Source: an optimization exercise on an open RTL-to-GDS flow (aim: small area). Production flows keep margins and buffers that such runs may drop.
Function was checked by simulation only, so behaviour that the tests miss may differ from the original.
The clock port is modelled as an ideal driver; clocking choices that lean on that would not hold on a real chip.
Power is estimated from default activity; no workload was simulated.

==> flow/design.v (excerpt) <==
module lc3_datapath
  (clk,
   rst,
   mem_en,
   mem_we,
   mem_addr,
   mem_wdata,
   mem_ready,
   mem_rdata
   );
  input         clk;
  input         rst;
  output        mem_en;
  output        mem_we;
  output [15:0] mem_addr;
  output [15:0] mem_wdata;
  input         mem_ready;
  input  [15:0] mem_rdata;
  localparam [3:0] S_INIT  = 4'd4,    
                   S_INC   = 4'd7,    
                   S_ALU   = 4'd8,    
                   S_BR    = 4'd0,    
                   S_JMP   = 4'd5,    
                   S_LINK  = 4'd10,    
                   S_EA    = 4'd1,    
                   S_WB    = 4'd3,    
                   S_RST   = 4'd2,    
                   S_FETCH = 4'd13,   
                   S_RDP   = 4'd12,   
                   S_RD    = 4'd15,   
                   S_WR    = 4'd14;   
  reg  [3:0]  state;
  reg  [3:0]  state_nx;
  reg  [3:0]  phase;
  reg         run;
  reg         carry;
  reg  [1:0]  cc;           
  reg  [15:0] ir;
  reg  [15:0] mar;
  reg  [15:0] t;
  reg  [15:0] r [0:7];
  wire is_req  = state[3] & state[2];
  wire act     = ~is_req & run;
  wire ph0     = (phase == 4'd0);
  wire last    = (phase == 4'd15);
  wire st_init = (state == S_INIT);
  wire st_inc  = (state == S_INC);
  ...
Size: about 53 I/O pins, about 5500 um2 of cells after synthesis.
clock: 10.0 ns
lec_check: 0
abc_area: 1
cap_margin: 0
core_margin: 2
core_utilization: 40
cts_buf_list: sky130_fd_sc_hd__clkbuf_8
place_density: 0.6
slew_margin: 0
standard.sh (not shown) runs the stock make flow with config.mk's settings and CLKGATE_MAP_FILE= SYNTH_SCRIPT=/design/flow/synth_recipe.tcl, a recipe that flattens the netlist after the stock synthesis.
==> flow/flow/run.sh <==
#!/bin/bash
# The standard layout (standard.sh) with three changes:
#  1. after the standard synthesis, the combinational logic of its netlist is
#     mapped again by ABC for area (flow/reabc.abc); the flip-flops, their
#     cell types and names are kept as the standard synthesis made them;
#  2. the port buffers are the smallest buffer, sky130_fd_sc_hd__buf_1;
#  3. the clock tree uses sky130_fd_sc_hd__clkbuf_8 and no dummy loads, and
#     after it is built each leaf buffer is swapped for a smaller one where
#     the slew at its flip-flops stays low (flow/clk_downsize.tcl).
# Each tool's output goes to a log of its own in this folder
# (standard_synth.log, reabc.log, standard_make.log); the ORFS steps also
# keep their logs under orfs/logs/.
set -euo pipefail
HERE=$(pwd)
R=$HERE/orfs/results/${FLOW_PLATFORM}/lc3_datapath/base
LIB=$FLOW_HOME/platforms/${FLOW_PLATFORM}/lib/sky130_fd_sc_hd__tt_025C_1v80.lib
YOSYS=$FLOW_HOME/../tools/install/yosys/bin/yosys
[ -x "$YOSYS" ] || YOSYS=yosys

bash standard.sh synth > standard_synth.log 2>&1

cp "$R/1_2_yosys.v" "$HERE/standard_synth_netlist.v"
cat > "$HERE/reabc.ys" <<EOS
read_liberty -ignore_miss_func $LIB
blackbox sky130_fd_sc_hd__df* sky130_fd_sc_hd__edf* sky130_fd_sc_hd__sdf* sky130_fd_sc_hd__dl* sky130_fd_sc_hd__conb_1
read_verilog $HERE/standard_synth_netlist.v
hierarchy -top ${FLOW_TOP}
flatten
hierarchy -top ${FLOW_TOP}
opt_clean
stat -liberty $LIB
abc -liberty $LIB -script $HERE/flow/reabc.abc -dont_use sky130_fd_sc_hd__probe_p_8 -dont_use sky130_fd_sc_hd__probec_p_8 -dont_use sky130_fd_sc_hd__lpflow_*
opt_clean -purge
hilomap -singleton -hicell sky130_fd_sc_hd__conb_1 HI -locell sky130_fd_sc_hd__conb_1 LO
splitnets
rename -hide w:*.*
opt_clean -purge
stat -liberty $LIB
read_liberty -lib -overwrite $LIB
check -assert
select ${FLOW_TOP}
write_verilog -noattr -selected $HERE/reabc_netlist.v
EOS
"$YOSYS" -s "$HERE/reabc.ys" > reabc.log 2>&1

cp "$HERE/reabc_netlist.v" "$R/1_2_yosys.v"
rm -f "$R/1_synth.odb" "$R/1_synth.sdc"
touch "$R/1_2_yosys.v" "$R/1_2_yosys.sdc"

export BUFFER_PORTS_ARGS="-buffer_cell sky130_fd_sc_hd__buf_1"
export CTS_ARGS="-sink_clustering_enable -repair_clock_nets -buf_list sky130_fd_sc_hd__clkbuf_8 -dont_use_dummy_load"
export POST_CTS_TCL=$HERE/flow/clk_downsize.tcl
export CLK_SLEW_LIMIT=0.105
export CLK_SMALL_BUFS="sky130_fd_sc_hd__clkbuf_2 sky130_fd_sc_hd__clkbuf_4"
bash standard.sh finish > standard_make.log 2>&1
==> flow/flow/clk_downsize.tcl <==
# Run after clock tree synthesis (POST_CTS_TCL): each clock buffer that
# drives only flip-flop clock pins is swapped for the smallest buffer of
# CLK_SMALL_BUFS that keeps the slew at all of its flip-flops at or below
# CLK_SLEW_LIMIT (ns, placement-based estimate); otherwise it is left as is.
proc clk_sink_slew {net} {
  set worst 0
  foreach it [$net getITerms] {
    if {[[$it getMTerm] getName] != "CLK"} { continue }
    set pin [get_pins -quiet [$it getName]]
    if {$pin == ""} { continue }
    foreach rf {rise fall} {
      set s [get_property $pin slew_max_$rf]
      if {$s > $worst} { set worst $s }
    }
  }
  return $worst
}
set clk_limit $::env(CLK_SLEW_LIMIT)
set clk_small $::env(CLK_SMALL_BUFS)
set clk_changed 0
foreach inst [[ord::get_db_block] getInsts] {
  set m [[$inst getMaster] getName]
  if {![string match "sky130_fd_sc_hd__clkbuf_*" $m]} { continue }
  set out [[$inst findITerm X] getNet]
  if {$out == "NULL"} { continue }
  set leaf 1
  foreach it [$out getITerms] {
    set t [[$it getMTerm] getName]
    if {$t != "X" && $t != "CLK"} { set leaf 0 }
  }
  if {!$leaf} { continue }
  set sta_inst [get_cells [$inst getName]]
  foreach cand $clk_small {
    replace_cell $sta_inst $cand
    estimate_parasitics -placement
    set w [clk_sink_slew $out]
    if {$w <= $clk_limit} {
      puts "clk_downsize: [$inst getName] $m -> $cand (slew $w)"
      incr clk_changed
      set m $cand
      break
    }
    replace_cell $sta_inst $m
  }
}
estimate_parasitics -placement
puts "clk_downsize: $clk_changed clock buffers downsized"
Other scripts of this flow, unchanged in this note and not shown: flow/flow/reabc.abc
The starting point produced a clean layout.
Rerun with:
--- a/flow/flow/run.sh
+++ b/flow/flow/run.sh
@@ -7,3 +7 @@
-#  3. the clock tree uses sky130_fd_sc_hd__clkbuf_8 and no dummy loads, and
-#     after it is built each leaf buffer is swapped for a smaller one where
-#     the slew at its flip-flops stays low (flow/clk_downsize.tcl).
+#  3. the clock tree uses sky130_fd_sc_hd__clkbuf_8 and no dummy loads.
@@ -52,3 +49,0 @@
-export POST_CTS_TCL=$HERE/flow/clk_downsize.tcl
-export CLK_SLEW_LIMIT=0.105
-export CLK_SMALL_BUFS="sky130_fd_sc_hd__clkbuf_2 sky130_fd_sc_hd__clkbuf_4"
--- a/flow/config.mk
+++ b/flow/config.mk
@@ -9 +9 @@
-export CAP_MARGIN = 0
+export CAP_MARGIN = 20
@@ -14 +14 @@
-export SLEW_MARGIN = 0
+export SLEW_MARGIN = 20
removed: flow/flow/clk_downsize.tcl
Clock power climbs by 10%.
Core utilization climbs by 0.37 points.
Global-route usage stays the same.
Count of clock-buffer cells in the layout is unchanged.
Final cell count stays the same.
Combinational power hardly moves.

## port drivers added, routing unchanged
No port has a modelled driver above. Below, the same layouts with a new extraction and two added sets of constraints.
Step 1 sets driving cells, clkbuf_16 on the clock port and buf_2 on the other inputs (assumed; they add their load-dependent delay and slew).
Step 2 adds t to the input delays and takes it off the output delays; t is the mean of the earliest and latest rising clock arrival at the registers after step 1. Input paths then give back, and output paths get back, about the clock's delay inside the block.
Three values: ideal ports, drivers, drivers and shift; two values: the first two.
run | t, ns | slack for setup (ns) | worst hold slack (ns) | slew at the worst register clock pin (ns)
the first run | 0.447 | 5.616 / 5.616 / 5.616 | 0.303 / 0.303 / 0.303 | 0.10 / 0.10
the second run | 0.460 | 5.604 / 5.604 / 5.604 | 0.297 / 0.297 / 0.297 | 0.10 / 0.10
After both steps setup and hold are still met in every run listed.
